Background: an optimization exercise with open tools, aiming at small area and a short achievable clock period. Do not read the settings as production practice. No functional check of the RTL was part of this run. No activity file was given, so power comes from the tool's default toggle rates.

`design/flow/flow/run.sh`:
```
#!/bin/bash
# Layout flow: the standard flow (standard.sh, unchanged synthesis) with
# smaller port buffers and no dummy clock loads. Each tool's full output
# stays in orfs/logs/; make's own output goes to flow_make.log here.
set -euo pipefail
bash standard.sh \
  "BUFFER_PORTS_ARGS=-buffer_cell sky130_fd_sc_hd__buf_2" \
  "CTS_ARGS=-sink_clustering_enable -repair_clock_nets -dont_use_dummy_load" \
  finish > flow_make.log 2>&1
```
`design/flow/standard.sh`:
```
#!/bin/bash
# synth_recipe.tcl (not shown) runs the flow's synth.tcl, then flattens the netlist and writes it again
# the make line also repeats each setting of config.mk as NAME=value (left out here)
make -C /OpenROAD-flow-scripts/flow DESIGN_CONFIG=/design/flow/config.mk WORK_HOME=/design/flow/orfs CLKGATE_MAP_FILE= SYNTH_SCRIPT=/design/flow/synth_recipe.tcl "${@:-finish}"
```
`design/flow/config.mk`:
```
export PLATFORM = sky130hd
export DESIGN_NAME = datapath
export DESIGN_NICKNAME = datapath
export VERILOG_FILES = /design/flow/design.v
export SDC_FILE = /design/flow/constraint.sdc
export NUM_CORES = 4
export LEC_CHECK = 0
export CAP_MARGIN = 20
export CORE_MARGIN = 2
export CORE_UTILIZATION = 65
export SETUP_SLACK_MARGIN = 2.6
export SLEW_MARGIN = 20
export SYNTH_HIERARCHICAL = 1
export SYNTH_MINIMUM_KEEP_SIZE = 0
```
`design/flow/constraint.sdc`:
```
create_clock -name core_clock -period 5.0 [get_ports {clk}]
set_input_delay 1.0000 -clock core_clock [delete_from_list [all_inputs] [get_ports {clk}]]
set_output_delay 1.0000 -clock core_clock [all_outputs]
set_load 0.01 [all_outputs]
```
`design/flow/design.v`:
```
module alu16(a, b, imm, asel, bsel, shift, op, out, z);
  input [15:0] a, b;
  input [4:0] imm;
  input asel, bsel;
  input [1:0] shift, op;
  output [15:0] out;
  output z;
  wire sub = op[0];
  wire sub_n = ~op[0];
  wire arith_n = op[1];
  wire arith = ~op[1];
  wire pick_not_n = ~(op[1] & op[0]);
  wire pick_and_n = ~(op[1] & ~op[0]);
  wire [15:0] bin, ainx, pn, gn;
  wire s0_n;
  wire s1_n;
  wire sel_b0;
  wire sel_l0;
  wire sel_r0;
  wire sel_b1;
  wire sel_l1;
  wire sel_r1;
  wire sel_b2;
  wire sel_l2;
  wire sel_r2;
  wire sel_b3;
  wire sel_l3;
  wire sel_r3;
  wire s_x;
  wire sel_bs;
  wire bt0_0;
  wire bt0_1;
  wire bt0_2;
  wire bt1_0;
  wire bt1_1;
  wire bt1_2;
  wire bt1_3;
  wire bt2_0;
  wire bt2_1;
  wire bt2_2;
  wire bt2_3;
  wire bt3_0;
  wire bt3_1;
  wire bt3_2;
  wire bt3_3;
  wire bt4_0;
  wire bt4_1;
  wire bt4_2;
  wire bt4_3;
  wire bt5_0;
  wire bt5_1;
  wire bt5_2;
  wire bt6_0;
  wire bt6_1;
  wire bt6_2;
  wire bt7_0;
  wire bt7_1;
  wire bt7_2;
  wire bt8_0;
  wire bt8_1;
  wire bt8_2;
  wire bt9_0;
  wire bt9_1;
  wire bt9_2;
  wire bt10_0;
  wire bt10_1;
  wire bt10_2;
  wire bt11_0;
  wire bt11_1;
  wire bt11_2;
  wire bt12_0;
  wire bt12_1;
  wire bt12_2;
  wire bt13_0;
  wire bt13_1;
  wire bt13_2;
  wire bt14_0;
  wire bt14_1;
  wire bt14_2;
  wire bt15_0;
  wire bt15_1;
  wire asel_n0;
  wire asel_n1;
  wire an_0;
  wire an_1;
  wire an_2;
  wire an_3;
  wire an_4;
  wire an_5;
  wire an_6;
  wire an_7;
  wire an_8;
  wire an_9;
  wire an_10;
  wire an_11;
  wire an_12;
  wire an_13;
  wire an_14;
  wire an_15;
  wire g0n_0;
  wire p0n_0;
  wire g0n_1;
  wire p0n_1;
  wire g0n_2;
  wire p0n_2;
  wire g0n_3;
  wire p0n_3;
  wire g0n_4;
  wire p0n_4;
  wire g0n_5;
  wire p0n_5;
  wire g0n_6;
  wire p0n_6;
  wire g0n_7;
  wire p0n_7;
  wire g0n_8;
  wire p0n_8;
  wire g0n_9;
  wire p0n_9;
  wire g0n_10;
  wire p0n_10;
  wire g0n_11;
  wire p0n_11;
  wire g0n_12;
  wire p0n_12;
  wire g0n_13;
  wire p0n_13;
  wire g0n_14;
  wire p0n_14;
  wire g0n_15;
  wire p0n_15;
  wire g1_1;
  wire g1_3;
  wire pp1_3;
  wire g1_5;
  wire pp1_5;
  wire g1_7;
  wire pp1_7;
  wire g1_9;
  wire pp1_9;
  wire g1_11;
  wire pp1_11;
  wire g1_13;
  wire pp1_13;
  wire g1_15;
  wire pp1_15;
  wire g0n_2_i;
  wire p0n_2_i;
  wire g2_2;
  wire g2_3;
  wire g0n_6_i;
  wire p0n_6_i;
  wire g2_6;
  wire pp2_6;
  wire g2_7;
  wire pp2_7;
  wire g0n_10_i;
  wire p0n_10_i;
  wire g2_10;
  wire pp2_10;
  wire g2_11;
  wire pp2_11;
  wire g0n_14_i;
  wire p0n_14_i;
  wire g2_14;
  wire pp2_14;
  wire g2_15;
  wire pp2_15;
  wire g3_4;
  wire g1_5_i;
  wire pp1_5_i;
  wire g3_5;
  wire g3_6;
  wire g3_7;
  wire g3_12;
  wire pp3_12;
  wire g1_13_i;
  wire pp1_13_i;
  wire g3_13;
  wire pp3_13;
  wire g3_14;
  wire pp3_14;
  wire g3_15;
  wire pp3_15;
  wire g0n_8_i;
  wire p0n_8_i;
  wire g4_8;
  wire g4_9;
  wire g2_10_i;
  wire pp2_10_i;
  wire g4_10;
  wire g2_11_i;
  wire pp2_11_i;
  wire g4_11;
  wire g4_12;
  wire g4_13;
  wire g4_14;
  wire g4_15;
  wire q_0;
  wire sn_0;
  wire tn_0;
  wire q_1;
  wire sn_1;
  wire tn_1;
  wire q_2;
  wire sn_2;
  wire tn_2;
  wire q_3;
  wire sn_3;
  wire tn_3;
  wire q_4;
  wire sn_4;
  wire tn_4;
  wire q_5;
  wire sn_5;
  wire tn_5;
  wire q_6;
  wire sn_6;
  wire tn_6;
  wire q_7;
  wire sn_7;
  wire tn_7;
  wire q_8;
  wire sn_8;
  wire tn_8;
  wire q_9;
  wire sn_9;
  wire tn_9;
  wire q_10;
  wire sn_10;
  wire tn_10;
  wire q_11;
  wire sn_11;
  wire tn_11;
  wire q_12;
  wire sn_12;
  wire tn_12;
  wire q_13;
  wire sn_13;
  wire tn_13;
  wire q_14;
  wire sn_14;
  wire tn_14;
  wire q_15;
  wire sn_15;
  wire tn_15;
  wire kn_0;
  wire e_0;
  wire kn_1;
  wire e_1;
  wire kn_2;
  wire e_2;
  wire kn_3;
  wire e_3;
  wire kn_4;
  wire e_4;
  wire kn_5;
  wire e_5;
  wire kn_6;
  wire e_6;
  wire kn_7;
  wire e_7;
  wire kn_8;
  wire e_8;
  wire kn_9;
  wire e_9;
  wire kn_10;
  wire e_10;
  wire kn_11;
  wire e_11;
  wire kn_12;
  wire e_12;
  wire kn_13;
  wire e_13;
  wire kn_14;
  wire e_14;
  wire kn_15;
  wire e_15;
  wire za_q0;
  wire za_q1;
  wire za_q2;
  wire za_q3;
  wire za_h0;
  wire za_h1;
  wire za_n;
  wire zl_q0;
  wire zl_q1;
  wire zl_q2;
  wire zl_q3;
  wire zl_h0;
  wire zl_h1;
  wire zl_n;
  c_inv u1(.a(shift[0]), .y(s0_n));
  c_inv u2(.a(shift[1]), .y(s1_n));
  c_nor3 u3(.a(bsel), .b(shift[1]), .c(shift[0]), .y(sel_b0));
  c_nor3 u4(.a(bsel), .b(shift[1]), .c(s0_n), .y(sel_l0));
  c_nor2 u5(.a(bsel), .b(s1_n), .y(sel_r0));
  c_nor3 u6(.a(bsel), .b(shift[1]), .c(shift[0]), .y(sel_b1));
  c_nor3 u7(.a(bsel), .b(shift[1]), .c(s0_n), .y(sel_l1));
  c_nor2 u8(.a(bsel), .b(s1_n), .y(sel_r1));
  c_nor3 u9(.a(bsel), .b(shift[1]), .c(shift[0]), .y(sel_b2));
  c_nor3 u10(.a(bsel), .b(shift[1]), .c(s0_n), .y(sel_l2));
  c_nor2 u11(.a(bsel), .b(s1_n), .y(sel_r2));
  c_nor3 u12(.a(bsel), .b(shift[1]), .c(shift[0]), .y(sel_b3));
  c_nor3 u13(.a(bsel), .b(shift[1]), .c(s0_n), .y(sel_l3));
  c_nor2 u14(.a(bsel), .b(s1_n), .y(sel_r3));
  c_xor2 u15(.a(shift[1]), .b(shift[0]), .y(s_x));
  c_nor2 u16(.a(bsel), .b(s_x), .y(sel_bs));
  c_nand2 u17(.a(sel_b0), .b(b[0]), .y(bt0_0));
  c_nand2 u18(.a(sel_r0), .b(b[1]), .y(bt0_1));
  c_nand2 u19(.a(bsel), .b(imm[0]), .y(bt0_2));
  c_nand3 u20(.a(bt0_0), .b(bt0_1), .c(bt0_2), .y(bin[0]));
  c_nand2 u21(.a(sel_b0), .b(b[1]), .y(bt1_0));
  c_nand2 u22(.a(sel_l0), .b(b[0]), .y(bt1_1));
  c_nand2 u23(.a(sel_r0), .b(b[2]), .y(bt1_2));
  c_nand2 u24(.a(bsel), .b(imm[1]), .y(bt1_3));
  c_nand4 u25(.a(bt1_0), .b(bt1_1), .c(bt1_2), .d(bt1_3), .y(bin[1]));
  c_nand2 u26(.a(sel_b0), .b(b[2]), .y(bt2_0));
  c_nand2 u27(.a(sel_l0), .b(b[1]), .y(bt2_1));
  c_nand2 u28(.a(sel_r0), .b(b[3]), .y(bt2_2));
  c_nand2 u29(.a(bsel), .b(imm[2]), .y(bt2_3));
  c_nand4 u30(.a(bt2_0), .b(bt2_1), .c(bt2_2), .d(bt2_3), .y(bin[2]));
  c_nand2 u31(.a(sel_b0), .b(b[3]), .y(bt3_0));
  c_nand2 u32(.a(sel_l0), .b(b[2]), .y(bt3_1));
  c_nand2 u33(.a(sel_r0), .b(b[4]), .y(bt3_2));
  c_nand2 u34(.a(bsel), .b(imm[3]), .y(bt3_3));
  c_nand4 u35(.a(bt3_0), .b(bt3_1), .c(bt3_2), .d(bt3_3), .y(bin[3]));
  c_nand2 u36(.a(sel_b1), .b(b[4]), .y(bt4_0));
  c_nand2 u37(.a(sel_l1), .b(b[3]), .y(bt4_1));
  c_nand2 u38(.a(sel_r1), .b(b[5]), .y(bt4_2));
  c_nand2 u39(.a(bsel), .b(imm[4]), .y(bt4_3));
  c_nand4 u40(.a(bt4_0), .b(bt4_1), .c(bt4_2), .d(bt4_3), .y(bin[4]));
  c_nand2 u41(.a(sel_b1), .b(b[5]), .y(bt5_0));
  c_nand2 u42(.a(sel_l1), .b(b[4]), .y(bt5_1));
  c_nand2 u43(.a(sel_r1), .b(b[6]), .y(bt5_2));
  c_nand3 u44(.a(bt5_0), .b(bt5_1), .c(bt5_2), .y(bin[5]));
  c_nand2 u45(.a(sel_b1), .b(b[6]), .y(bt6_0));
  c_nand2 u46(.a(sel_l1), .b(b[5]), .y(bt6_1));
  c_nand2 u47(.a(sel_r1), .b(b[7]), .y(bt6_2));
  c_nand3 u48(.a(bt6_0), .b(bt6_1), .c(bt6_2), .y(bin[6]));
  c_nand2 u49(.a(sel_b1), .b(b[7]), .y(bt7_0));
  c_nand2 u50(.a(sel_l1), .b(b[6]), .y(bt7_1));
  c_nand2 u51(.a(sel_r1), .b(b[8]), .y(bt7_2));
  c_nand3 u52(.a(bt7_0), .b(bt7_1), .c(bt7_2), .y(bin[7]));
  c_nand2 u53(.a(sel_b2), .b(b[8]), .y(bt8_0));
  c_nand2 u54(.a(sel_l2), .b(b[7]), .y(bt8_1));
  c_nand2 u55(.a(sel_r2), .b(b[9]), .y(bt8_2));
  c_nand3 u56(.a(bt8_0), .b(bt8_1), .c(bt8_2), .y(bin[8]));
  c_nand2 u57(.a(sel_b2), .b(b[9]), .y(bt9_0));
  c_nand2 u58(.a(sel_l2), .b(b[8]), .y(bt9_1));
  c_nand2 u59(.a(sel_r2), .b(b[10]), .y(bt9_2));
  c_nand3 u60(.a(bt9_0), .b(bt9_1), .c(bt9_2), .y(bin[9]));
  c_nand2 u61(.a(sel_b2), .b(b[10]), .y(bt10_0));
  c_nand2 u62(.a(sel_l2), .b(b[9]), .y(bt10_1));
  c_nand2 u63(.a(sel_r2), .b(b[11]), .y(bt10_2));
  c_nand3 u64(.a(bt10_0), .b(bt10_1), .c(bt10_2), .y(bin[10]));
  c_nand2 u65(.a(sel_b2), .b(b[11]), .y(bt11_0));
  c_nand2 u66(.a(sel_l2), .b(b[10]), .y(bt11_1));
  c_nand2 u67(.a(sel_r2), .b(b[12]), .y(bt11_2));
  c_nand3 u68(.a(bt11_0), .b(bt11_1), .c(bt11_2), .y(bin[11]));
  c_nand2 u69(.a(sel_b3), .b(b[12]), .y(bt12_0));
  c_nand2 u70(.a(sel_l3), .b(b[11]), .y(bt12_1));
  c_nand2 u71(.a(sel_r3), .b(b[13]), .y(bt12_2));
  c_nand3 u72(.a(bt12_0), .b(bt12_1), .c(bt12_2), .y(bin[12]));
  c_nand2 u73(.a(sel_b3), .b(b[13]), .y(bt13_0));
  c_nand2 u74(.a(sel_l3), .b(b[12]), .y(bt13_1));
  c_nand2 u75(.a(sel_r3), .b(b[14]), .y(bt13_2));
  c_nand3 u76(.a(bt13_0), .b(bt13_1), .c(bt13_2), .y(bin[13]));
  c_nand2 u77(.a(sel_b3), .b(b[14]), .y(bt14_0));
  c_nand2 u78(.a(sel_l3), .b(b[13]), .y(bt14_1));
  c_nand2 u79(.a(sel_r3), .b(b[15]), .y(bt14_2));
  c_nand3 u80(.a(bt14_0), .b(bt14_1), .c(bt14_2), .y(bin[14]));
  c_nand2 u81(.a(sel_bs), .b(b[15]), .y(bt15_0));
  c_nand2 u82(.a(sel_l3), .b(b[14]), .y(bt15_1));
  c_nand2 u83(.a(bt15_0), .b(bt15_1), .y(bin[15]));
  c_inv u84(.a(asel), .y(asel_n0));
  c_inv u85(.a(asel), .y(asel_n1));
  c_nand2 u86(.a(a[0]), .b(asel_n0), .y(an_0));
  c_xnor2 u87(.a(an_0), .b(sub), .y(ainx[0]));
  c_nand2 u88(.a(a[1]), .b(asel_n0), .y(an_1));
  c_xnor2 u89(.a(an_1), .b(sub), .y(ainx[1]));
  c_nand2 u90(.a(a[2]), .b(asel_n0), .y(an_2));
  c_xnor2 u91(.a(an_2), .b(sub), .y(ainx[2]));
  c_nand2 u92(.a(a[3]), .b(asel_n0), .y(an_3));
  c_xnor2 u93(.a(an_3), .b(sub), .y(ainx[3]));
  c_nand2 u94(.a(a[4]), .b(asel_n0), .y(an_4));
  c_xnor2 u95(.a(an_4), .b(sub), .y(ainx[4]));
  c_nand2 u96(.a(a[5]), .b(asel_n0), .y(an_5));
  c_xnor2 u97(.a(an_5), .b(sub), .y(ainx[5]));
  c_nand2 u98(.a(a[6]), .b(asel_n0), .y(an_6));
  c_xnor2 u99(.a(an_6), .b(sub), .y(ainx[6]));
  c_nand2 u100(.a(a[7]), .b(asel_n0), .y(an_7));
  c_xnor2 u101(.a(an_7), .b(sub), .y(ainx[7]));
  c_nand2 u102(.a(a[8]), .b(asel_n1), .y(an_8));
  c_xnor2 u103(.a(an_8), .b(sub), .y(ainx[8]));
  c_nand2 u104(.a(a[9]), .b(asel_n1), .y(an_9));
  c_xnor2 u105(.a(an_9), .b(sub), .y(ainx[9]));
  c_nand2 u106(.a(a[10]), .b(asel_n1), .y(an_10));
  c_xnor2 u107(.a(an_10), .b(sub), .y(ainx[10]));
  c_nand2 u108(.a(a[11]), .b(asel_n1), .y(an_11));
  c_xnor2 u109(.a(an_11), .b(sub), .y(ainx[11]));
  c_nand2 u110(.a(a[12]), .b(asel_n1), .y(an_12));
  c_xnor2 u111(.a(an_12), .b(sub), .y(ainx[12]));
  c_nand2 u112(.a(a[13]), .b(asel_n1), .y(an_13));
  c_xnor2 u113(.a(an_13), .b(sub), .y(ainx[13]));
  c_nand2 u114(.a(a[14]), .b(asel_n1), .y(an_14));
  c_xnor2 u115(.a(an_14), .b(sub), .y(ainx[14]));
  c_nand2 u116(.a(a[15]), .b(asel_n1), .y(an_15));
  c_xnor2 u117(.a(an_15), .b(sub), .y(ainx[15]));
  c_nand2 u118(.a(ainx[0]), .b(bin[0]), .y(g0n_0));
  c_xnor2 u119(.a(ainx[0]), .b(bin[0]), .y(p0n_0));
  assign pn[0] = p0n_0;
  assign gn[0] = g0n_0;
  c_nand2 u120(.a(ainx[1]), .b(bin[1]), .y(g0n_1));
  c_xnor2 u121(.a(ainx[1]), .b(bin[1]), .y(p0n_1));
  assign pn[1] = p0n_1;
  assign gn[1] = g0n_1;
  c_nand2 u122(.a(ainx[2]), .b(bin[2]), .y(g0n_2));
  c_xnor2 u123(.a(ainx[2]), .b(bin[2]), .y(p0n_2));
  assign pn[2] = p0n_2;
  assign gn[2] = g0n_2;
  c_nand2 u124(.a(ainx[3]), .b(bin[3]), .y(g0n_3));
  c_xnor2 u125(.a(ainx[3]), .b(bin[3]), .y(p0n_3));
  assign pn[3] = p0n_3;
  assign gn[3] = g0n_3;
  c_nand2 u126(.a(ainx[4]), .b(bin[4]), .y(g0n_4));
  c_xnor2 u127(.a(ainx[4]), .b(bin[4]), .y(p0n_4));
  assign pn[4] = p0n_4;
  assign gn[4] = g0n_4;
  c_nand2 u128(.a(ainx[5]), .b(bin[5]), .y(g0n_5));
  c_xnor2 u129(.a(ainx[5]), .b(bin[5]), .y(p0n_5));
  assign pn[5] = p0n_5;
  assign gn[5] = g0n_5;
  c_nand2 u130(.a(ainx[6]), .b(bin[6]), .y(g0n_6));
  c_xnor2 u131(.a(ainx[6]), .b(bin[6]), .y(p0n_6));
  assign pn[6] = p0n_6;
  assign gn[6] = g0n_6;
  c_nand2 u132(.a(ainx[7]), .b(bin[7]), .y(g0n_7));
  c_xnor2 u133(.a(ainx[7]), .b(bin[7]), .y(p0n_7));
  assign pn[7] = p0n_7;
  assign gn[7] = g0n_7;
  c_nand2 u134(.a(ainx[8]), .b(bin[8]), .y(g0n_8));
  c_xnor2 u135(.a(ainx[8]), .b(bin[8]), .y(p0n_8));
  assign pn[8] = p0n_8;
  assign gn[8] = g0n_8;
  c_nand2 u136(.a(ainx[9]), .b(bin[9]), .y(g0n_9));
  c_xnor2 u137(.a(ainx[9]), .b(bin[9]), .y(p0n_9));
  assign pn[9] = p0n_9;
  assign gn[9] = g0n_9;
  c_nand2 u138(.a(ainx[10]), .b(bin[10]), .y(g0n_10));
  c_xnor2 u139(.a(ainx[10]), .b(bin[10]), .y(p0n_10));
  assign pn[10] = p0n_10;
  assign gn[10] = g0n_10;
  c_nand2 u140(.a(ainx[11]), .b(bin[11]), .y(g0n_11));
  c_xnor2 u141(.a(ainx[11]), .b(bin[11]), .y(p0n_11));
  assign pn[11] = p0n_11;
  assign gn[11] = g0n_11;
  c_nand2 u142(.a(ainx[12]), .b(bin[12]), .y(g0n_12));
  c_xnor2 u143(.a(ainx[12]), .b(bin[12]), .y(p0n_12));
  assign pn[12] = p0n_12;
  assign gn[12] = g0n_12;
  c_nand2 u144(.a(ainx[13]), .b(bin[13]), .y(g0n_13));
  c_xnor2 u145(.a(ainx[13]), .b(bin[13]), .y(p0n_13));
  assign pn[13] = p0n_13;
  assign gn[13] = g0n_13;
  c_nand2 u146(.a(ainx[14]), .b(bin[14]), .y(g0n_14));
  c_xnor2 u147(.a(ainx[14]), .b(bin[14]), .y(p0n_14));
  assign pn[14] = p0n_14;
  assign gn[14] = g0n_14;
  c_nand2 u148(.a(ainx[15]), .b(bin[15]), .y(g0n_15));
  c_xnor2 u149(.a(ainx[15]), .b(bin[15]), .y(p0n_15));
  assign pn[15] = p0n_15;
  assign gn[15] = g0n_15;
  c_oai21 u150(.a1(p0n_1), .a2(g0n_0), .b1(g0n_1), .y(g1_1));
  c_oai21 u151(.a1(p0n_3), .a2(g0n_2), .b1(g0n_3), .y(g1_3));
  c_nor2 u152(.a(p0n_3), .b(p0n_2), .y(pp1_3));
  c_oai21 u153(.a1(p0n_5), .a2(g0n_4), .b1(g0n_5), .y(g1_5));
  c_nor2 u154(.a(p0n_5), .b(p0n_4), .y(pp1_5));
  c_oai21 u155(.a1(p0n_7), .a2(g0n_6), .b1(g0n_7), .y(g1_7));
  c_nor2 u156(.a(p0n_7), .b(p0n_6), .y(pp1_7));
  c_oai21 u157(.a1(p0n_9), .a2(g0n_8), .b1(g0n_9), .y(g1_9));
  c_nor2 u158(.a(p0n_9), .b(p0n_8), .y(pp1_9));
  c_oai21 u159(.a1(p0n_11), .a2(g0n_10), .b1(g0n_11), .y(g1_11));
  c_nor2 u160(.a(p0n_11), .b(p0n_10), .y(pp1_11));
  c_oai21 u161(.a1(p0n_13), .a2(g0n_12), .b1(g0n_13), .y(g1_13));
  c_nor2 u162(.a(p0n_13), .b(p0n_12), .y(pp1_13));
  c_oai21 u163(.a1(p0n_15), .a2(g0n_14), .b1(g0n_15), .y(g1_15));
  c_nor2 u164(.a(p0n_15), .b(p0n_14), .y(pp1_15));
  c_inv u165(.a(g0n_2), .y(g0n_2_i));
  c_inv u166(.a(p0n_2), .y(p0n_2_i));
  c_aoi21 u167(.a1(p0n_2_i), .a2(g1_1), .b1(g0n_2_i), .y(g2_2));
  c_aoi21 u168(.a1(pp1_3), .a2(g1_1), .b1(g1_3), .y(g2_3));
  c_inv u169(.a(g0n_6), .y(g0n_6_i));
  c_inv u170(.a(p0n_6), .y(p0n_6_i));
  c_aoi21 u171(.a1(p0n_6_i), .a2(g1_5), .b1(g0n_6_i), .y(g2_6));
  c_nand2 u172(.a(p0n_6_i), .b(pp1_5), .y(pp2_6));
  c_aoi21 u173(.a1(pp1_7), .a2(g1_5), .b1(g1_7), .y(g2_7));
  c_nand2 u174(.a(pp1_7), .b(pp1_5), .y(pp2_7));
  c_inv u175(.a(g0n_10), .y(g0n_10_i));
  c_inv u176(.a(p0n_10), .y(p0n_10_i));
  c_aoi21 u177(.a1(p0n_10_i), .a2(g1_9), .b1(g0n_10_i), .y(g2_10));
  c_nand2 u178(.a(p0n_10_i), .b(pp1_9), .y(pp2_10));
  c_aoi21 u179(.a1(pp1_11), .a2(g1_9), .b1(g1_11), .y(g2_11));
  c_nand2 u180(.a(pp1_11), .b(pp1_9), .y(pp2_11));
  c_inv u181(.a(g0n_14), .y(g0n_14_i));
  c_inv u182(.a(p0n_14), .y(p0n_14_i));
  c_aoi21 u183(.a1(p0n_14_i), .a2(g1_13), .b1(g0n_14_i), .y(g2_14));
  c_nand2 u184(.a(p0n_14_i), .b(pp1_13), .y(pp2_14));
  c_aoi21 u185(.a1(pp1_15), .a2(g1_13), .b1(g1_15), .y(g2_15));
  c_nand2 u186(.a(pp1_15), .b(pp1_13), .y(pp2_15));
  c_oai21 u187(.a1(p0n_4), .a2(g2_3), .b1(g0n_4), .y(g3_4));
  c_inv u188(.a(g1_5), .y(g1_5_i));
  c_inv u189(.a(pp1_5), .y(pp1_5_i));
  c_oai21 u190(.a1(pp1_5_i), .a2(g2_3), .b1(g1_5_i), .y(g3_5));
  c_oai21 u191(.a1(pp2_6), .a2(g2_3), .b1(g2_6), .y(g3_6));
  c_oai21 u192(.a1(pp2_7), .a2(g2_3), .b1(g2_7), .y(g3_7));
  c_oai21 u193(.a1(p0n_12), .a2(g2_11), .b1(g0n_12), .y(g3_12));
  c_nor2 u194(.a(p0n_12), .b(pp2_11), .y(pp3_12));
  c_inv u195(.a(g1_13), .y(g1_13_i));
  c_inv u196(.a(pp1_13), .y(pp1_13_i));
  c_oai21 u197(.a1(pp1_13_i), .a2(g2_11), .b1(g1_13_i), .y(g3_13));
  c_nor2 u198(.a(pp1_13_i), .b(pp2_11), .y(pp3_13));
  c_oai21 u199(.a1(pp2_14), .a2(g2_11), .b1(g2_14), .y(g3_14));
  c_nor2 u200(.a(pp2_14), .b(pp2_11), .y(pp3_14));
  c_oai21 u201(.a1(pp2_15), .a2(g2_11), .b1(g2_15), .y(g3_15));
  c_nor2 u202(.a(pp2_15), .b(pp2_11), .y(pp3_15));
  c_inv u203(.a(g0n_8), .y(g0n_8_i));
  c_inv u204(.a(p0n_8), .y(p0n_8_i));
  c_aoi21 u205(.a1(p0n_8_i), .a2(g3_7), .b1(g0n_8_i), .y(g4_8));
  c_aoi21 u206(.a1(pp1_9), .a2(g3_7), .b1(g1_9), .y(g4_9));
  c_inv u207(.a(g2_10), .y(g2_10_i));
  c_inv u208(.a(pp2_10), .y(pp2_10_i));
  c_aoi21 u209(.a1(pp2_10_i), .a2(g3_7), .b1(g2_10_i), .y(g4_10));
  c_inv u210(.a(g2_11), .y(g2_11_i));
  c_inv u211(.a(pp2_11), .y(pp2_11_i));
  c_aoi21 u212(.a1(pp2_11_i), .a2(g3_7), .b1(g2_11_i), .y(g4_11));
  c_aoi21 u213(.a1(pp3_12), .a2(g3_7), .b1(g3_12), .y(g4_12));
  c_aoi21 u214(.a1(pp3_13), .a2(g3_7), .b1(g3_13), .y(g4_13));
  c_aoi21 u215(.a1(pp3_14), .a2(g3_7), .b1(g3_14), .y(g4_14));
  c_aoi21 u216(.a1(pp3_15), .a2(g3_7), .b1(g3_15), .y(g4_15));
  c_xnor2 u217(.a(pn[0]), .b(sub), .y(q_0));
  c_inv u218(.a(q_0), .y(sn_0));
  c_o22a u219(.a1(pick_not_n), .a2(bin[0]), .b1(pick_and_n), .b2(gn[0]), .y(tn_0));
  c_oai21 u220(.a1(sn_0), .a2(arith_n), .b1(tn_0), .y(out[0]));
  c_xnor2 u221(.a(pn[1]), .b(sub), .y(q_1));
  c_xor2 u222(.a(q_1), .b(g0n_0), .y(sn_1));
  c_o22a u223(.a1(pick_not_n), .a2(bin[1]), .b1(pick_and_n), .b2(gn[1]), .y(tn_1));
  c_oai21 u224(.a1(sn_1), .a2(arith_n), .b1(tn_1), .y(out[1]));
  c_xnor2 u225(.a(pn[2]), .b(sub), .y(q_2));
  c_xnor2 u226(.a(q_2), .b(g1_1), .y(sn_2));
  c_o22a u227(.a1(pick_not_n), .a2(bin[2]), .b1(pick_and_n), .b2(gn[2]), .y(tn_2));
  c_oai21 u228(.a1(sn_2), .a2(arith_n), .b1(tn_2), .y(out[2]));
  c_xnor2 u229(.a(pn[3]), .b(sub), .y(q_3));
  c_xor2 u230(.a(q_3), .b(g2_2), .y(sn_3));
  c_o22a u231(.a1(pick_not_n), .a2(bin[3]), .b1(pick_and_n), .b2(gn[3]), .y(tn_3));
  c_oai21 u232(.a1(sn_3), .a2(arith_n), .b1(tn_3), .y(out[3]));
  c_xnor2 u233(.a(pn[4]), .b(sub), .y(q_4));
  c_xor2 u234(.a(q_4), .b(g2_3), .y(sn_4));
  c_o22a u235(.a1(pick_not_n), .a2(bin[4]), .b1(pick_and_n), .b2(gn[4]), .y(tn_4));
  c_oai21 u236(.a1(sn_4), .a2(arith_n), .b1(tn_4), .y(out[4]));
  c_xnor2 u237(.a(pn[5]), .b(sub), .y(q_5));
  c_xnor2 u238(.a(q_5), .b(g3_4), .y(sn_5));
  c_o22a u239(.a1(pick_not_n), .a2(bin[5]), .b1(pick_and_n), .b2(gn[5]), .y(tn_5));
  c_oai21 u240(.a1(sn_5), .a2(arith_n), .b1(tn_5), .y(out[5]));
  c_xnor2 u241(.a(pn[6]), .b(sub), .y(q_6));
  c_xnor2 u242(.a(q_6), .b(g3_5), .y(sn_6));
  c_o22a u243(.a1(pick_not_n), .a2(bin[6]), .b1(pick_and_n), .b2(gn[6]), .y(tn_6));
  c_oai21 u244(.a1(sn_6), .a2(arith_n), .b1(tn_6), .y(out[6]));
  c_xnor2 u245(.a(pn[7]), .b(sub), .y(q_7));
  c_xnor2 u246(.a(q_7), .b(g3_6), .y(sn_7));
  c_o22a u247(.a1(pick_not_n), .a2(bin[7]), .b1(pick_and_n), .b2(gn[7]), .y(tn_7));
  c_oai21 u248(.a1(sn_7), .a2(arith_n), .b1(tn_7), .y(out[7]));
  c_xnor2 u249(.a(pn[8]), .b(sub), .y(q_8));
  c_xnor2 u250(.a(q_8), .b(g3_7), .y(sn_8));
  c_o22a u251(.a1(pick_not_n), .a2(bin[8]), .b1(pick_and_n), .b2(gn[8]), .y(tn_8));
  c_oai21 u252(.a1(sn_8), .a2(arith_n), .b1(tn_8), .y(out[8]));
  c_xnor2 u253(.a(pn[9]), .b(sub), .y(q_9));
  c_xor2 u254(.a(q_9), .b(g4_8), .y(sn_9));
  c_o22a u255(.a1(pick_not_n), .a2(bin[9]), .b1(pick_and_n), .b2(gn[9]), .y(tn_9));
  c_oai21 u256(.a1(sn_9), .a2(arith_n), .b1(tn_9), .y(out[9]));
  c_xnor2 u257(.a(pn[10]), .b(sub), .y(q_10));
  c_xor2 u258(.a(q_10), .b(g4_9), .y(sn_10));
  c_o22a u259(.a1(pick_not_n), .a2(bin[10]), .b1(pick_and_n), .b2(gn[10]), .y(tn_10));
  c_oai21 u260(.a1(sn_10), .a2(arith_n), .b1(tn_10), .y(out[10]));
  c_xnor2 u261(.a(pn[11]), .b(sub), .y(q_11));
  c_xor2 u262(.a(q_11), .b(g4_10), .y(sn_11));
  c_o22a u263(.a1(pick_not_n), .a2(bin[11]), .b1(pick_and_n), .b2(gn[11]), .y(tn_11));
  c_oai21 u264(.a1(sn_11), .a2(arith_n), .b1(tn_11), .y(out[11]));
  c_xnor2 u265(.a(pn[12]), .b(sub), .y(q_12));
  c_xor2 u266(.a(q_12), .b(g4_11), .y(sn_12));
  c_o22a u267(.a1(pick_not_n), .a2(bin[12]), .b1(pick_and_n), .b2(gn[12]), .y(tn_12));
  c_oai21 u268(.a1(sn_12), .a2(arith_n), .b1(tn_12), .y(out[12]));
  c_xnor2 u269(.a(pn[13]), .b(sub), .y(q_13));
  c_xor2 u270(.a(q_13), .b(g4_12), .y(sn_13));
  c_o22a u271(.a1(pick_not_n), .a2(bin[13]), .b1(pick_and_n), .b2(gn[13]), .y(tn_13));
  c_oai21 u272(.a1(sn_13), .a2(arith_n), .b1(tn_13), .y(out[13]));
  c_xnor2 u273(.a(pn[14]), .b(sub), .y(q_14));
  c_xor2 u274(.a(q_14), .b(g4_13), .y(sn_14));
  c_o22a u275(.a1(pick_not_n), .a2(bin[14]), .b1(pick_and_n), .b2(gn[14]), .y(tn_14));
  c_oai21 u276(.a1(sn_14), .a2(arith_n), .b1(tn_14), .y(out[14]));
  c_xnor2 u277(.a(pn[15]), .b(sub), .y(q_15));
  c_xor2 u278(.a(q_15), .b(g4_14), .y(sn_15));
  c_o22a u279(.a1(pick_not_n), .a2(bin[15]), .b1(pick_and_n), .b2(gn[15]), .y(tn_15));
  c_oai21 u280(.a1(sn_15), .a2(arith_n), .b1(tn_15), .y(out[15]));
  assign kn_0 = sub_n;
  c_xnor2 u281(.a(pn[0]), .b(kn_0), .y(e_0));
  c_nor3 u282(.a(sub), .b(ainx[0]), .c(bin[0]), .y(kn_1));
  c_xnor2 u283(.a(pn[1]), .b(kn_1), .y(e_1));
  c_nor3 u284(.a(sub), .b(ainx[1]), .c(bin[1]), .y(kn_2));
  c_xnor2 u285(.a(pn[2]), .b(kn_2), .y(e_2));
  c_nor3 u286(.a(sub), .b(ainx[2]), .c(bin[2]), .y(kn_3));
  c_xnor2 u287(.a(pn[3]), .b(kn_3), .y(e_3));
  c_nor3 u288(.a(sub), .b(ainx[3]), .c(bin[3]), .y(kn_4));
  c_xnor2 u289(.a(pn[4]), .b(kn_4), .y(e_4));
  c_nor3 u290(.a(sub), .b(ainx[4]), .c(bin[4]), .y(kn_5));
  c_xnor2 u291(.a(pn[5]), .b(kn_5), .y(e_5));
  c_nor3 u292(.a(sub), .b(ainx[5]), .c(bin[5]), .y(kn_6));
  c_xnor2 u293(.a(pn[6]), .b(kn_6), .y(e_6));
  c_nor3 u294(.a(sub), .b(ainx[6]), .c(bin[6]), .y(kn_7));
  c_xnor2 u295(.a(pn[7]), .b(kn_7), .y(e_7));
  c_nor3 u296(.a(sub), .b(ainx[7]), .c(bin[7]), .y(kn_8));
  c_xnor2 u297(.a(pn[8]), .b(kn_8), .y(e_8));
  c_nor3 u298(.a(sub), .b(ainx[8]), .c(bin[8]), .y(kn_9));
  c_xnor2 u299(.a(pn[9]), .b(kn_9), .y(e_9));
  c_nor3 u300(.a(sub), .b(ainx[9]), .c(bin[9]), .y(kn_10));
  c_xnor2 u301(.a(pn[10]), .b(kn_10), .y(e_10));
  c_nor3 u302(.a(sub), .b(ainx[10]), .c(bin[10]), .y(kn_11));
  c_xnor2 u303(.a(pn[11]), .b(kn_11), .y(e_11));
  c_nor3 u304(.a(sub), .b(ainx[11]), .c(bin[11]), .y(kn_12));
  c_xnor2 u305(.a(pn[12]), .b(kn_12), .y(e_12));
  c_nor3 u306(.a(sub), .b(ainx[12]), .c(bin[12]), .y(kn_13));
  c_xnor2 u307(.a(pn[13]), .b(kn_13), .y(e_13));
  c_nor3 u308(.a(sub), .b(ainx[13]), .c(bin[13]), .y(kn_14));
  c_xnor2 u309(.a(pn[14]), .b(kn_14), .y(e_14));
  c_nor3 u310(.a(sub), .b(ainx[14]), .c(bin[14]), .y(kn_15));
  c_xnor2 u311(.a(pn[15]), .b(kn_15), .y(e_15));
  c_nand4 u312(.a(e_0), .b(e_1), .c(e_2), .d(e_3), .y(za_q0));
  c_nand4 u313(.a(e_4), .b(e_5), .c(e_6), .d(e_7), .y(za_q1));
  c_nand4 u314(.a(e_8), .b(e_9), .c(e_10), .d(e_11), .y(za_q2));
  c_nand4 u315(.a(e_12), .b(e_13), .c(e_14), .d(e_15), .y(za_q3));
  c_nor2 u316(.a(za_q0), .b(za_q1), .y(za_h0));
  c_nor2 u317(.a(za_q2), .b(za_q3), .y(za_h1));
  c_nand3 u318(.a(za_h0), .b(za_h1), .c(arith), .y(za_n));
  c_nand4 u319(.a(tn_0), .b(tn_1), .c(tn_2), .d(tn_3), .y(zl_q0));
  c_nand4 u320(.a(tn_4), .b(tn_5), .c(tn_6), .d(tn_7), .y(zl_q1));
  c_nand4 u321(.a(tn_8), .b(tn_9), .c(tn_10), .d(tn_11), .y(zl_q2));
  c_nand4 u322(.a(tn_12), .b(tn_13), .c(tn_14), .d(tn_15), .y(zl_q3));
  c_nor2 u323(.a(zl_q0), .b(zl_q1), .y(zl_h0));
  c_nor2 u324(.a(zl_q2), .b(zl_q3), .y(zl_h1));
  c_nand3 u325(.a(zl_h0), .b(zl_h1), .c(op[1]), .y(zl_n));
  c_nand2 u326(.a(za_n), .b(zl_n), .y(z));
endmodule
module datapath(datapath_in, vsel, writenum, write, readnum, clk, loada, loadb, shift, asel, bsel, ALUop, loadc, loads, datapath_out, Z_out);
  input write, clk, loada, loadb, vsel, asel, bsel, loadc, loads;
  input [1:0] shift, ALUop;
  input [2:0] writenum, readnum;
  input [15:0] datapath_in;
  output [15:0] datapath_out;
  output Z_out;
  reg [15:0] R0, R1, R2, R3, R4, R5, R6, R7;
  reg [15:0] A, B, C;
  reg S;
  wire [15:0] wdata = vsel ? datapath_in : C;
  always @(posedge clk) begin
    if (write && writenum == 3'd0) R0 <= wdata;
    if (write && writenum == 3'd1) R1 <= wdata;
    if (write && writenum == 3'd2) R2 <= wdata;
    if (write && writenum == 3'd3) R3 <= wdata;
    if (write && writenum == 3'd4) R4 <= wdata;
    if (write && writenum == 3'd5) R5 <= wdata;
    if (write && writenum == 3'd6) R6 <= wdata;
    if (write && writenum == 3'd7) R7 <= wdata;
  end
  wire [7:0] rsel = 8'b1 << readnum;
  wire [15:0] rdata;
  genvar i;
  generate
    for (i = 0; i < 16; i = i + 1) begin : rd
      read_bit u(.r({R7[i], R6[i], R5[i], R4[i], R3[i], R2[i], R1[i], R0[i]}), .s(rsel), .q(rdata[i]));
    end
  endgenerate
  always @(posedge clk) begin
    if (loada) A <= rdata;
    if (loadb) B <= rdata;
  end
  wire [15:0] alu_out;
  wire Z;
  alu16 u_alu(.a(A), .b(B), .imm(datapath_in[4:0]), .asel(asel), .bsel(bsel), .shift(shift),
              .op(ALUop), .out(alu_out), .z(Z));
  always @(posedge clk) begin
    if (loadc) C <= alu_out;
    if (loads) S <= Z;
  end
  assign datapath_out = C;
  assign Z_out = S;
endmodule
module read_bit(r, s, q);
  input [7:0] r, s;
  output q;
  assign q = |(r & s);
endmodule
module c_inv(a, y);
  input a;
  output y;
  assign y = ~a;
endmodule
module c_nand2(a, b, y);
  input a, b;
  output y;
  assign y = ~(a & b);
endmodule
module c_nand3(a, b, c, y);
  input a, b, c;
  output y;
  assign y = ~(a & b & c);
endmodule
module c_nand4(a, b, c, d, y);
  input a, b, c, d;
  output y;
  assign y = ~(a & b & c & d);
endmodule
module c_nor2(a, b, y);
  input a, b;
  output y;
  assign y = ~(a | b);
endmodule
module c_xor2(a, b, y);
  input a, b;
  output y;
  assign y = a ^ b;
endmodule
module c_xnor2(a, b, y);
  input a, b;
  output y;
  assign y = ~(a ^ b);
endmodule
module c_aoi21(a1, a2, b1, y);
  input a1, a2, b1;
  output y;
  assign y = ~((a1 & a2) | b1);
endmodule
module c_oai21(a1, a2, b1, y);
  input a1, a2, b1;
  output y;
  assign y = ~((a1 | a2) & b1);
endmodule
module c_o22a(a1, a2, b1, b2, y);
  input a1, a2, b1, b2;
  output y;
  assign y = (a1 | a2) & (b1 | b2);
endmodule
module c_nor4(a, b, c, d, y);
  input a, b, c, d;
  output y;
  assign y = ~(a | b | c | d);
endmodule
module c_mux2(s, a, b, y);
  input s, a, b;
  output y;
  assign y = s ? b : a;
endmodule
module c_nor3(a, b, c, y);
  input a, b, c;
  output y;
  assign y = ~(a | b | c);
endmodule
```
==> run notes <==
status finished clean; crit path launch type input pin; wire length per cell between 20 and 25 µm; Synth Instances a little over 600; relative slew slack between 30% and 40%; worst min-delay path category reg -> reg; Root Buffer clkbuf_16; synthesized area per cell 13.5 µm²; initial antenna violation count 0; worst setup path start shift[0]; later-pin clock latency in the skew report between 0.4 and 0.5 ns; 1st-pass router iterations 5; Mapped Nets roughly 650; Setup TNS Final 0 ns; total wire length 20500 µm; EDFF count, synth 177; DP Wirelength 12300 µm; required time of the critical path just over 5 ns; IO Count 52; H-tree levels 4; Synth cell types 27; Final Skew 0.0274 ns; fin cells 902; DIE HEIGHT 117 µm; die width ~120 µm; most frequent cells after synthesis edfxtp_1, nand2_1, xnor2_1; # clock sinks 177; setup ws final 2.28 ns; drc violations 0; RSZ-0062 raised after global routing yes; MaxCap Viol Count 0; initial core utilization ~66%; HP Start R6[15]; CORE AREA 12500 µm²; post-synthesis adder-cell area fraction 0%; RePlAce Congestion 0.977; Setup violations, final 0; CP Capture Type register; largest net degree at the start of global routing 21; vias in the first global route 5655; Yosys warning total 7; Max Slew Vio Count 0; vias 5792; overflow left after global routing 0; TritonCTS clock tree yes; mux contribution to synthesized area 2.63%; post-layout util 81.6%; R2R Setup Slk 2.77 ns; die area 13700 µm²; Tot Pwr 3.65 mW; count leader, synth edfxtp_1; post-synthesis simple-gate area fraction between 10% and 20%; share of cells above drive strength 1 34.2%; n_diodes 0; Tot GR Track Use 31.1%; initial DRC count between 500 and 600; XOR/XNOR share of the synthesized area 8.46%; P&R area growth vs syn 23.4%; Fmax 0.367 GHz; async set-or-reset flop fraction in the synthesized netlist 0%; Final ANT Viol Nets 0; Crit Path Category in -> reg; Worst EP arrival 2.87 ns; Crit Path Max Fanout 5; synth top area cells edfxtp_1, xnor2_1, a22oi_1; top-area cell type share of the netlist area between 60 and 70%; Post-synth top flop edfxtp_1; DP Cell Count 845; combinational family with the most area after synthesis simple AND/OR/NAND/NOR gates; Seq/Total Area, Yosys 64.2%; synthesized area just over 8000 µm²; post-layout minimum cycle time 2.72 ns; first-pass GRT wire length 30600 µm; Placement Setup Slack ~1.5 ns; VDD IR-drop max 0.262 mV; PD cells around 360 nW/µm²; Layout Nets 767; total CTS buffers 17; part of the cycle the worst path needs ~54%; Pleak 3.65 nW; Clk pin slew, worst setup/hold paths 0.05 ns; reg2reg start B[4]; final hold vios 0; biggest area consumer among synthesized cells edfxtp_1; Hold Buf Count CTS 0; Via density 6.42; actual slew at the worst max-slew pin 0.980 ns; num rows 41; Port Buffers 51; Synth Area in Compound Gates about 11%; Seq cells post-synth 177; clock tree buffer depth 2
logic make-up after synthesis:
group / Yosys count
xor+xnor: 80
flops: 177
compound gates: 124
simple gates: 190
buf+inv: 27
mux: 16
through the flow:
step / area (µm²) / hold WS [ns]
2_1_floorplan: 8410 / 0.539
3_3_place_gp: 8940 / 0.559
3_5_place_dp: 8940 / 0.566
4_1_cts: 10000 / 0.592
5_1_grt: 10200 / 0.633
6_report: 10200 / 0.591
layer usage:
| metal | vias up | wire, µm | track usage, % |
|---|---|---|---|
| li1 | 2583 | - | - |
| met1 | 2872 | 8040 | 40.9 |
| met2 | 295 | 10600 | 52.4 |
| met3 | 42 | 1420 | 6.18 |
| met4 | 0 | 464 | 10.5 |
| met5 | - | 0 | 0 |
layout by cell type, fill, tap and decap left out, types with 2 or more instances in the layout:
cell       synthesis  layout
edfxtp_1         177     177
inv_1             25      21
buf_2              0      47
o21ai_1           30      21
a21oi_4            0       4
clkbuf_16          0      17
a21oi_2           14      10
nand4_1           28      28
mux2_2             6       6
o21ai_4            0       4
xnor2_1           69      39
o22a_1            16      16
xnor2_2            0      24
nor4bb_4           0       2
nor2_1            18       8
buf_12             1       2
and3b_1            3       3
buf_6              1       4
buf_4              0      46
xor2_1            11      10
nor3_4             0       6
inv_2              0       2
nand3_2            0       7
nand2_1           91      85
nand3_4            0       4
nand3_1           13       2
mux2_4            10      10
nor3_2            23      18
nor2_2             0       9
and4b_1            3       3
nand2_2            0       6
buf_8              0       2
a22oi_1           64      64
nor3b_2            0       3
xnor2_4            0       6
o21ai_2            0       5
critical path: stages:
cell and delay (ns):
buf_12 0.11, clkinvlp_4 0.10, buf_6 0.11, nor3_4 0.03
nand2_1 0.07, nand4_1 0.17, xnor2_2 0.33, o21ai_2 0.13
a21oi_4 0.18, buf_4 0.14, buf_6 0.12, o21ai_2 0.07
xnor2_1 0.20, o21ai_1 0.09
layout make-up:
class                      instances  area [µm²]
inverter                          25         100
fill                             694        2300
timing repair buffer             101         696
sequential                       177        5320
clock buffer                      17         425
multi-input combinational        410        3460
tap                              172         215
modules after synthesis, one instance, submodules excluded:
| module | cells | flops+latches |
|---|---|---|
| alu16 | 4 | 0 |
| c_aoi21 | 1 | 0 |
| c_inv | 1 | 0 |
| c_nand2 | 1 | 0 |
| c_nand3 | 1 | 0 |
| c_nand4 | 1 | 0 |
| c_nor2 | 1 | 0 |
| c_nor3 | 1 | 0 |
| c_o22a | 1 | 0 |
| c_oai21 | 1 | 0 |
| c_xnor2 | 1 | 0 |
| c_xor2 | 1 | 0 |
| datapath | 211 | 177 |
| read_bit | 5 | 0 |
state kept, by name, summed over array words and instances (netlist names):
register and flops:
B 16, R4 16, A 16, R3 16
R6 16, C 16, S 1, R0 16
R1 16, R5 16, R2 16, R7 16
path summary, 6_finish.rpt:
path / to / cells past startpoint
max: C[7] / 14
min: B[15] / 2
max reg2reg: C[7] / 10
min reg2reg: B[15] / 2
where the power goes:
group	leakage [nW]	internal [mW]	switching, mW
sequential	1.65	1.75	0.0395
clock	0.209	0.590	0.469
combinational	1.79	0.346	0.453
total	3.65	2.69	0.961
timing repair:
action                     CTS  global route
setup buffers               27            13
setup endpoints to repair   17            16
pin swaps                   25            22
resized for setup           83            16

## afterwards: timing with drivers on the ports
The flow's constraints put no driver on any port. The routed layout listed below was extracted and timed again, unchanged, in two steps.
Step 1, drivers: a clkbuf_16 drives clk and a buf_2 each remaining input, both assumed.
Step 2 moves the port delays by t, midway between the first and last clock arrival at a register: inputs arrive t later, outputs are due t later. That takes back most of the time a late clock gives input paths.
a / b / c = ideal / step 1 / step 2; a / b = the first two.
shift t [ns]: 0.469
slack for setup (ns): 2.277 / 2.268 / 1.799
clock arrival spread, ns: 0.030 / 0.030
After both steps setup and hold are still met in this run. For this run, drivers alone change the setup slack by -0.009 ns; drivers and shift together by -0.478 ns.
